Context: an optimization exercise on an open-source flow, tuned for small area and a short achievable clock period. The choices shown serve that exercise and are no tape-out recipe.
At most, simulation tests tie the RTL to the original design; equivalence was not proved.
With no activity given, the tool overestimates toggling in this design, so its power and IR-drop figures are unreliable.

==> maple <==
Design ConvEngine, start of the top module:
module ConvEngine (
    input         clk,
    input         rst,
    input  [31:0] DMAport,
    input         acc_enable,
    input         acc_clear,
    output [31:0] result
);
==> flow/config.mk <==
export PLATFORM = sky130hd
export DESIGN_NAME = ConvEngine
export DESIGN_NICKNAME = ConvEngine
export VERILOG_FILES = /design/flow/design.v
export SDC_FILE = /design/flow/constraint.sdc
export NUM_CORES = 4
export LEC_CHECK = 0
export CAP_MARGIN = 20
export CORE_MARGIN = 2
export CORE_UTILIZATION = 40
export CTS_BUF_LIST = sky130_fd_sc_hd__clkbuf_8
export SETUP_SLACK_MARGIN = 4.5
export SLEW_MARGIN = 20
export SYNTH_HIERARCHICAL = 1
export SYNTH_MINIMUM_KEEP_SIZE = 0
==> flow/constraint.sdc <==
create_clock -name core_clock -period 10.0 [get_ports {clk}]
set_input_delay 2.0000 -clock core_clock [delete_from_list [all_inputs] [get_ports {clk}]]
set_output_delay 2.0000 -clock core_clock [all_outputs]
set_load 0.01 [all_outputs]
run.sh (not shown) runs the stock make flow with config.mk's settings and CLKGATE_MAP_FILE= SYNTH_SCRIPT=/design/flow/synth_recipe.tcl, a recipe that flattens the netlist after the stock synthesis.
==> inputs of lagoon, as changes to maple <==
--- a/flow/design.v
+++ b/flow/design.v
@@ -177,15 +177,14 @@
 );
   reg  [23:0] R0, R1, R2, R3, R4, R5;
   reg  [5:0]  z;               
   reg  [2:0]  lr;              
   reg  [31:0] acc_p, acc_g;    
   reg  [17:0] Ws, Wc, V;       
   reg  [2:0]  wrow;            
-  reg         wv, vv;          
   wire [18:0] t1a, t1b;        
   wire [31:0] early;           
   wire [31:0] t2p, t2g;        
   wire [17:0] wres;            
   wire       wr  = DMAport[7];
   wire [2:0] sel = DMAport[2:0];
   wire [23:0] data = DMAport[31:8];
@@ -252,35 +251,30 @@
       bn <= bn_n;
       bc <= bc_n;
     end
   end
   wire [23:0] pix = XP;
   wire        lchg = (lrn != lr);
   wire        v_from_w = ~|(wrow & lrn);           
-  always @(posedge clk) begin
-    if (lchg) begin
-      Ws <= t1a[17:0];
-      Wc <= t1b[17:0];
-      V <= v_from_w ? wres : V;
-    end
-  end
   always @(posedge clk or posedge rst) begin
     if (rst) begin
+      Ws <= 18'h20000;
+      Wc <= 18'd0;
+      V <= 18'h20000;
       wrow <= 3'b010;
-      wv <= 1'b0;
-      vv <= 1'b0;
     end else if (lchg) begin
+      Ws <= t1a[17:0];
+      Wc <= t1b[17:0];
+      V <= v_from_w ? wres : V;
       wrow <= lr;
-      wv <= 1'b1;
-      vv <= v_from_w ? wv : vv;
     end
   end
-  wire [17:0] Xs = {Ws[17] | ~wv, Ws[16:0] & {17{wv}}};
-  wire [17:0] Xc = Wc & {18{wv}};
-  wire [17:0] Y = {V[17] | ~vv, V[16:0] & {17{vv}}};
+  wire [17:0] Xs = Ws;
+  wire [17:0] Xc = Wc;
+  wire [17:0] Y = V;
   always @(posedge clk or posedge rst) begin
     if (rst) begin
       acc_p <= 32'd0;
       acc_g <= 32'd0;
     end else if (acc_clear) begin
       acc_p <= 32'd0;
       acc_g <= 32'd0;
==> flow/flow/run.sh (new file) <==
#!/bin/bash
# The standard layout, with plain buffers (not delay cells) on the ports.
set -euo pipefail
bash standard.sh "BUFFER_PORTS_ARGS=-buffer_cell sky130_fd_sc_hd__buf_2" finish > flow_make.log 2>&1
==> flow/standard.sh (new file) <==
#!/bin/bash
# synth_recipe.tcl (not shown) runs the flow's synth.tcl, then flattens the netlist and writes it again
# the make line also repeats each setting of config.mk as NAME=value (left out here)
make -C /OpenROAD-flow-scripts/flow DESIGN_CONFIG=/design/flow/config.mk WORK_HOME=/design/flow/orfs CLKGATE_MAP_FILE= SYNTH_SCRIPT=/design/flow/synth_recipe.tcl "${@:-finish}"
Settings changed: CTS_BUF_LIST sky130_fd_sc_hd__clkbuf_8 to unset, SETUP_SLACK_MARGIN 4.5 to 5.
removed: flow/run.sh
==> run summary <==
item                                                           lagoon       maple
Status                               no timing/DRC/antenna violations  no timing/DRC/antenna violations
Data arrival time at the worst-slack endpoint                 2.83 ns     3.28 ns
Post-CTS Setup Inserts                                              1           0
FF-to-FF setup slack                                          5.24 ns     4.80 ns
Portion of the layout cell area used by clock cells            4.973%      4.970%
Total power consumption of the routed design                 16280 µW    15720 µW
Number of vias in the routed layout                            13.15k      12.88k
Post-Synth XOR/XNOR Area                                       6.874%      7.193%
Max transition margin                                          36.58%      32.23%
Buffers outside the clock class                                    85          81
Total track usage                                              17.77%      17.93%
Max Clock Skew                                             0.01550 ns  0.02593 ns
Worst setup timing slack at the placement stage              4.852 ns    4.208 ns
Time the final worst path needs with I/O delays and setup    4.828 ns    5.280 ns
Simple-gate share of the synthesized area                      7.386%      7.371%
Destination of the worst register-to-register timing path    acc_p[9]   acc_p[15]
Count of inverters not on the clock network in the layout         259         244
Die Outline Area                                            53110 µm²   52660 µm²
GP Congestion                                                  0.8811      0.9214
Initial core utilization                                       40.72%      40.53%
Area Overhead vs Synth                                         11.13%      12.55%
Share of total power in the clock network                        7.8%        7.6%
Die span in y                                                230.5 µm    229.5 µm
The RTL of maple was laid out without a check of its function.

========
==> build 83 <==
ConvEngine with an RTL version that a note above also has.
export LEC_CHECK = 0
export CAP_MARGIN = 20
export CORE_MARGIN = 2
export CORE_UTILIZATION = 40
export SETUP_SLACK_MARGIN = 5
export SLEW_MARGIN = 20
export SYNTH_HIERARCHICAL = 1
export SYNTH_MINIMUM_KEEP_SIZE = 0
create_clock -name core_clock -period 10.0 [get_ports {clk}]
standard.sh (not shown) runs the stock make flow with config.mk's settings and CLKGATE_MAP_FILE= SYNTH_SCRIPT=/design/flow/synth_recipe.tcl, a recipe that flattens the netlist after the stock synthesis.
==> flow/flow/run.sh <==
#!/bin/bash
# The standard layout, with plain buffers (not delay cells) on the ports and repair aiming at
# 5.5 ns of setup slack.
set -euo pipefail
bash standard.sh "BUFFER_PORTS_ARGS=-buffer_cell sky130_fd_sc_hd__buf_2" SETUP_SLACK_MARGIN=5.5 finish > flow_make.log 2>&1
==> inputs of build 64, as changes to build 83 <==
==> flow/run.sh (new file) <==
#!/bin/bash
# synth_recipe.tcl (not shown) runs the flow's synth.tcl, then flattens the netlist and writes it again
# the make line also repeats each setting of config.mk as NAME=value (left out here)
make -C /OpenROAD-flow-scripts/flow DESIGN_CONFIG=/design/flow/config.mk WORK_HOME=/design/flow/orfs CLKGATE_MAP_FILE= SYNTH_SCRIPT=/design/flow/synth_recipe.tcl finish
- CTS_BUF_LIST: unset -> sky130_fd_sc_hd__clkbuf_8
removed: flow/flow/run.sh
removed: flow/standard.sh
==> inputs of build 41, as changes to build 83 <==
==> flow/flow/run.sh (replaced) <==
#!/bin/bash
# The standard layout, with plain buffers (not delay cells) on the ports and repair aiming at
# 6.0 ns of setup slack.
set -euo pipefail
bash standard.sh "BUFFER_PORTS_ARGS=-buffer_cell sky130_fd_sc_hd__buf_2" SETUP_SLACK_MARGIN=6.0 finish > flow_make.log 2>&1
==> comparison table <==
Share of total power in the clock network: build 41 6.2%; build 83 6.7%; build 64 7.1%
Startpoint-to-endpoint class of the critical path: build 41 reg -> out; build 83 reg -> reg; build 64 reg -> out
Sequential power: build 41 2.09 mW; build 83 2.08 mW; build 64 2.10 mW
Combinational fraction of design power: build 41 83.7%; build 83 82.4%; build 64 80.1%
WHS Endpoint: build 41 XP[8]; build 83 XP[12]; build 64 XP[6]
First element of the critical path: build 41 acc_p[9]; build 83 XP[20]; build 64 acc_g[1]
Reg-to-reg critical path endpoint: build 41 acc_p[7]; build 83 acc_p[8]; build 64 acc_p[15]
Final HPWL DP: build 41 33100 um; build 83 33180 um; build 64 33110 um
P&R area growth vs syn: build 41 22.45%; build 83 21.12%; build 64 13.36%
Wirelength, routed: build 41 49770 um; build 83 49370 um; build 64 45760 um
Total instance count after detailed placement: build 41 2487; build 83 2486; build 64 2488
Final critical-path setup slack: build 41 5.319 ns; build 83 5.314 ns; build 64 5.069 ns
Critical path buffers and inverters: build 41 4; build 83 5; build 64 2
Non-filler cells, final: build 41 2667; build 83 2696; build 64 2609
Minimum setup slack among reg-to-reg paths: build 41 5.35 ns; build 83 5.31 ns; build 64 5.22 ns
Depth of the worst register-to-register path: build 41 15; build 83 16; build 64 20
Run status: build 41 no timing/DRC/antenna violations; build 83 no timing/DRC/antenna violations; build 64 no timing/DRC/antenna violations
Mean number of vias per cell: build 41 5.196; build 83 5.153; build 64 5.104
Detail Route met2 WL: build 41 24050 um; build 83 24490 um; build 64 22210 um
Number of global-route vias before repair: build 41 14320; build 83 14150; build 64 13790

========
==> trial 13: inputs <==
ConvEngine, a different RTL version from the one above (not shown whole).
Settings: LEC_CHECK=0, ABC_CLOCK_PERIOD_IN_PS=2500, CAP_MARGIN=20, CORE_MARGIN=2, CORE_UTILIZATION=40, SETUP_SLACK_MARGIN=4.5, SLEW_MARGIN=20; clock period 10.0 ns.
run.sh (not shown) runs the stock make flow with config.mk's settings and CLKGATE_MAP_FILE= SYNTH_SCRIPT=/design/flow/synth_recipe.tcl, a recipe that flattens the netlist after the stock synthesis.
Stock flow here: none of the scripts above is used.
==> trial 63: changes against trial 13 <==
==> flow/flow/run.sh (new file) <==
#!/bin/bash
# The standard layout, with plain buffers (not delay cells) on the ports.
set -euo pipefail
bash standard.sh "BUFFER_PORTS_ARGS=-buffer_cell sky130_fd_sc_hd__buf_2" finish > flow_make.log 2>&1
==> flow/standard.sh (new file) <==
#!/bin/bash
# synth_recipe.tcl (not shown) runs the flow's synth.tcl, then flattens the netlist and writes it again
# the make line also repeats each setting of config.mk as NAME=value (left out here)
make -C /OpenROAD-flow-scripts/flow DESIGN_CONFIG=/design/flow/config.mk WORK_HOME=/design/flow/orfs CLKGATE_MAP_FILE= SYNTH_SCRIPT=/design/flow/synth_recipe.tcl "${@:-finish}"
- ABC_CLOCK_PERIOD_IN_PS: 2500 -> 2000
- CTS_BUF_LIST: not set -> sky130_fd_sc_hd__clkbuf_8
- SETUP_SLACK_MARGIN: 4.5 -> 5
removed: flow/run.sh
==> build 6: changes against trial 13 <==
- CTS_BUF_LIST: not set -> sky130_fd_sc_hd__clkbuf_8
==> trial 48: changes against trial 13 <==
--- a/flow/design.v
+++ b/flow/design.v
@@ -932,30 +932,40 @@
   wire n846 = n814 & n804;
   wire n847 = n815 | (n816 & n803);
   wire n848 = n816 & n804;
   wire n849 = n817 | (n818 & n803);
   wire n850 = n818 & n804;
   wire n851 = n819 | (n820 & n803);
   wire n852 = n820 & n804;
   wire [31:0] result_sum = {(acc_p[31] ^ n849), (acc_p[30] ^ n847), (acc_p[29] ^ n845), (acc_p[28] ^ n843), (acc_p[27] ^ n841), (acc_p[26] ^ n839), (acc_p[25] ^ n837), (acc_p[24] ^ n835), (acc_p[23] ^ n833), (acc_p[22] ^ n831), (acc_p[21] ^ n829), (acc_p[20] ^ n827), (acc_p[19] ^ n825), (acc_p[18] ^ n823), (acc_p[17] ^ n821), (acc_p[16] ^ n803), (acc_p[15] ^ n801), (acc_p[14] ^ n799), (acc_p[13] ^ n797), (acc_p[12] ^ n795), (acc_p[11] ^ n793), (acc_p[10] ^ n791), (acc_p[9] ^ n789), (acc_p[8] ^ n763), (acc_p[7] ^ n761), (acc_p[6] ^ n759), (acc_p[5] ^ n757), (acc_p[4] ^ n727), (acc_p[3] ^ n725), (acc_p[2] ^ n693), (acc_p[1] ^ acc_g[0]), acc_p[0]};
-  reg  [17:0] X, Y;
-  wire [2:0] lc = ~(lr | lrn);                      
-  wire       c_in_x = (lc[0] | (lc[1] & lrn[2]));   
-  wire [17:0] pc = c_in_x ? X : Y;
-  wire       a_low = (lr[0] | (lr[1] & lc[2]));     
+  reg  [17:0] W, V;
+  reg  [2:0]  wrow;
+  reg         wv, vv;
+  wire        lchg = (lrn != lr);
+  wire        v_from_w = ~|(wrow & lrn);           
+  always @(posedge clk) begin
+    if (lchg) begin
+      W <= dres;
+      V <= v_from_w ? W : V;
+    end
+  end
   always @(posedge clk or posedge rst) begin
     if (rst) begin
-      X <= 18'h20000;
-      Y <= 18'h20000;
-    end else if (lrn != lr) begin
-      X <= a_low ? dres : pc;
-      Y <= a_low ? pc : dres;
+      wrow <= 3'b010;
+      wv <= 1'b0;
+      vv <= 1'b0;
+    end else if (lchg) begin
+      wrow <= lr;
+      wv <= 1'b1;
+      vv <= v_from_w ? wv : vv;
     end
   end
+  wire [17:0] X = {W[17] | ~wv, W[16:0] & {17{wv}}};
+  wire [17:0] Y = {V[17] | ~vv, V[16:0] & {17{vv}}};
   always @(posedge clk or posedge rst) begin
     if (rst) begin
       acc_p <= 32'd0;
       acc_g <= 32'd0;
     end else if (acc_clear) begin
       acc_p <= 32'd0;
       acc_g <= 32'd0;
     end else if (acc_enable) begin
- CTS_BUF_LIST: not set -> sky130_fd_sc_hd__clkbuf_8
==> run summary <==
- Status: finished clean
- Achievable Freq: between 150 and 200 MHz
- CP arrival: 5.75 ns
- Sequential area share after synthesis: between 40 and 50%
- Adder-cell share of the synthesized area: about a fifth
- Post-synth EDFFs: roughly 140
- Post-CTS Resized: 124
- Placed instance count: around 2300
- Final Cell Area: roughly 0.023 sq mm
- First-pass GRT wire length: approximately 74000 um
- Register Area: ~0.0083 sq mm
- Critical path's largest stage delay: ~0.57 ns
- Post-synthesis cell area: 0.0195 sq mm
- Critical R2R Launch: XP[20]$_DFF_PP0_
- Commonest non-fill, non-tap cells in the layout: inv_1, edfxtp_1, fa_1, a22oi_1, dfrtp_1
- Largest net degree at the start of global routing: between 70 and 80
- R2R Setup Slk: ~4.7 ns
The numbers above come from trial 63.

==> run summary <==
- Commonest non-fill, non-tap cells in the layout: inv_1, edfxtp_1, fa_1, a22oi_1, dfrtp_1
- Sequential area share after synthesis: a little over two fifths
- Achievable Freq: roughly 180 MHz
- Post-CTS Resized: 38
- Adder-cell share of the synthesized area: a little over a fifth
- Placed instance count: about 2300
- Largest net degree at the start of global routing: 75
- Post-synth EDFFs: about 140
- Status: finished clean
- Final Cell Area: 0.0223 sq mm
- Post-synthesis cell area: 0.0195 sq mm
- CP arrival: between 3 and 4 ns
- R2R Setup Slk: roughly 4.7 ns
The numbers above come from trial 13.

==> run summary <==
- Register Area: roughly 0.0086 sq mm
- Commonest non-fill, non-tap cells in the layout: inv_1, edfxtp_1, fa_1, xnor2_1, ha_1
- Largest net degree at the start of global routing: 76
- First-pass GRT wire length: between 70000 and 80000 um
- Final Cell Area: between 0.02 and 0.025 sq mm
- Sequential area share after synthesis: between 40% and 50%
- Mapped Avg Cell Area: 12.0 sq um
- Achievable Freq: 185 MHz
- Clock power share: roughly 5.9%
- Min-Delay Path Class: flip-flop to flip-flop
- Status: finished clean
- Critical R2R Launch: bo[1]$_DFF_PP0_
- Adder-cell share of the synthesized area: 21.0%
- Post-synth EDFFs: 180
- CP arrival: 3.39 ns
- Post-CTS Resized: 94
- R2R Setup Slk: approximately 4.6 ns
- Multi-Input Combinational: between 1000 and 1500
- Critical path's largest stage delay: 0.53 ns
- Post-synthesis cell area: 0.0194 sq mm
- Mapped Cells: between 1500 and 2000
- Total gr overflow: 0
The numbers above come from trial 48.

==> run summary <==
- Sequential area share after synthesis: ~42%
- First-pass GRT wire length: about 73000 um
- Adder-cell share of the synthesized area: around a fifth
- Achievable Freq: 186 MHz
- CP arrival: around 3.4 ns
- Post-CTS Resized: 47
- Critical path's largest stage delay: about 0.40 ns
- Post-synth EDFFs: 144
- Largest net degree at the start of global routing: 75
- Critical R2R Launch: XP[20]$_DFF_PP0_
- Commonest non-fill, non-tap cells in the layout: inv_1, edfxtp_1, fa_1, a22oi_1, dfrtp_1
- Post-synthesis cell area: ~0.02 sq mm
- Placed instance count: 2319
- Final Cell Area: between 0.02 and 0.025 sq mm
- Status: finished clean
- Register Area: between 0.008 and 0.009 sq mm
The numbers above come from build 6.

Function not checked in trial 48: the RTL went through the layout flow alone.

========
==> xenon: inputs <==
RTL: one of the versions met above, not the one the previous note started from.
Settings: LEC_CHECK=0, CAP_MARGIN=20, CORE_MARGIN=2, CORE_UTILIZATION=40, SETUP_SLACK_MARGIN=5, SLEW_MARGIN=20, SYNTH_HIERARCHICAL=1, SYNTH_MINIMUM_KEEP_SIZE=0; clock period 10.0 ns.
standard.sh (not shown) runs the stock make flow with config.mk's settings and CLKGATE_MAP_FILE= SYNTH_SCRIPT=/design/flow/synth_recipe.tcl, a recipe that flattens the netlist after the stock synthesis.
==> flow/flow/run.sh <==
#!/bin/bash
# The standard layout, with two changes: plain buffers (not delay cells) on the ports, and, between
# synthesis and floorplan, flow/polarity.py removes the inverters that Yosys's full-adder
# extraction leaves between full adders (it flips full adders, which are self-dual, instead).
set -euo pipefail
PORTBUF="BUFFER_PORTS_ARGS=-buffer_cell sky130_fd_sc_hd__buf_2"
bash standard.sh "$PORTBUF" synth > flow_synth.log 2>&1
NET=orfs/results/sky130hd/ConvEngine/base/1_2_yosys.v
cp "$NET" 1_2_yosys_before_polarity.v
python3 flow/polarity.py "$NET" > flow_polarity.log 2>&1
sleep 1
touch "$NET"
bash standard.sh "$PORTBUF" finish > flow_make.log 2>&1
Other scripts of this flow, unchanged in this note and not shown: flow/flow/polarity.py
==> pepper: changes against xenon <==
--- a/flow/flow/run.sh
+++ b/flow/flow/run.sh
@@ -12,2 +12,2 @@
 touch "$NET"
-bash standard.sh "$PORTBUF" finish > flow_make.log 2>&1
+bash standard.sh "$PORTBUF" SETUP_SLACK_MARGIN=5.2 finish > flow_make.log 2>&1
- ABC_AREA: unset -> 1
- CTS_CLUSTER_DIAMETER: unset -> 80
- CTS_CLUSTER_SIZE: unset -> 25
- TNS_END_PERCENT: unset -> 5
==> tundra: changes against xenon <==
- CTS_CLUSTER_DIAMETER: unset -> 80
- CTS_CLUSTER_SIZE: unset -> 25
==> qor summary <==
	xenon	tundra	pepper
Run status	finished clean	finished clean	finished clean
Worst setup path endpoint	result[27]	result[27]	acc_p[10]
Count of non-filler cells in the finished layout	2430	2399	2988
Share of layout cells above drive strength 1	13.1%	12.2%	8.30%
FMAX	205 MHz	206 MHz	212 MHz
Met2 Wirelength	22500 um	22300 um	22200 um
Iteration count of the initial detailed-routing pass	6	6	5
Capture instance of the worst register-to-register path	acc_p[10]	acc_p[9]	acc_p[10]
Worst path depth	10	10	11
Net count of the finished layout	2010	1994	2564
Width of the die	228 um	228 um	234 um
FILL cells	4584	4623	5023
CTS clock-pin slew for the worst setup and hold paths	0.06 ns	0.09 ns	0.09 ns
Placeable core area	49800 um2	49800 um2	52300 um2
Tap cells	672	672	688
Met2 Use GR	29.9%	29.6%	29.5%
Internal Pwr Total	8370 uW	7910 uW	7340 uW
Launching point of the worst reg2reg path	bn[4]	acc_p[4]	bn[5]
Vias in the first global route	13300	13100	15000
Met1 GRT Util	24.2%	24.1%	26.4%

-- re-timing with driven ports --
How much do the figures lean on ideal ports? The routed layouts below were timed once more, with nothing changed but the port constraints.
Step 1, drivers: a clkbuf_16 drives clk and a buf_2 each remaining input, both assumed.
Step 2 moves the port delays by t, midway between the first and last clock arrival at a register: inputs arrive t later, outputs are due t later. That takes back most of the time a late clock gives input paths.
a / b / c = no drivers / after step 1 / after step 2; a / b = the first two.
run	shift t [ns]	setup WS [ns]	hold WS [ns]	worst setup path at the end	slew at the worst register clock pin (ns)
maple	0.692	4.720 / 4.668 / 4.644	0.446 / 0.446 / 0.446	input to register	0.07 / 0.07
lagoon	0.604	5.172 / 5.116 / 4.924	0.440 / 0.440 / 0.440	input to register	0.06 / 0.06
build 83	0.613	5.314 / 5.265 / 5.209	0.440 / 0.440 / 0.440	input to register	0.06 / 0.06
build 64	0.702	5.069 / 5.016 / 4.674	0.423 / 0.423 / 0.423	input to register	0.06 / 0.06
build 41	0.597	5.319 / 5.267 / 5.353	0.441 / 0.441 / 0.441	register to register	0.06 / 0.06
trial 13	0.601	4.567 / 4.510 / 4.500	0.460 / 0.460 / 0.460	input to register	0.06 / 0.06
trial 63	0.700	4.745 / 4.744 / 4.745	0.456 / 0.456 / 0.456	register to register	0.08 / 0.08
build 6	0.697	4.628 / 4.574 / 4.467	0.448 / 0.448 / 0.448	input to register	0.07 / 0.07
trial 48	0.678	4.607 / 4.555 / 4.558	0.440 / 0.440 / 0.440	input to register	0.07 / 0.07
xenon	0.611	5.121 / 5.065 / 4.852	0.442 / 0.442 / 0.442	input to register	0.06 / 0.06
pepper	0.601	5.276 / 5.276 / 5.107	0.449 / 0.449 / 0.449	input to register	0.10 / 0.10
tundra	0.589	5.157 / 5.102 / 4.862	0.455 / 0.455 / 0.455	input to register	0.10 / 0.10
After both steps every run listed still meets setup and hold. The setup slack of build 64, which loses most, moves by -0.053 ns with the drivers and by -0.395 ns with both steps.
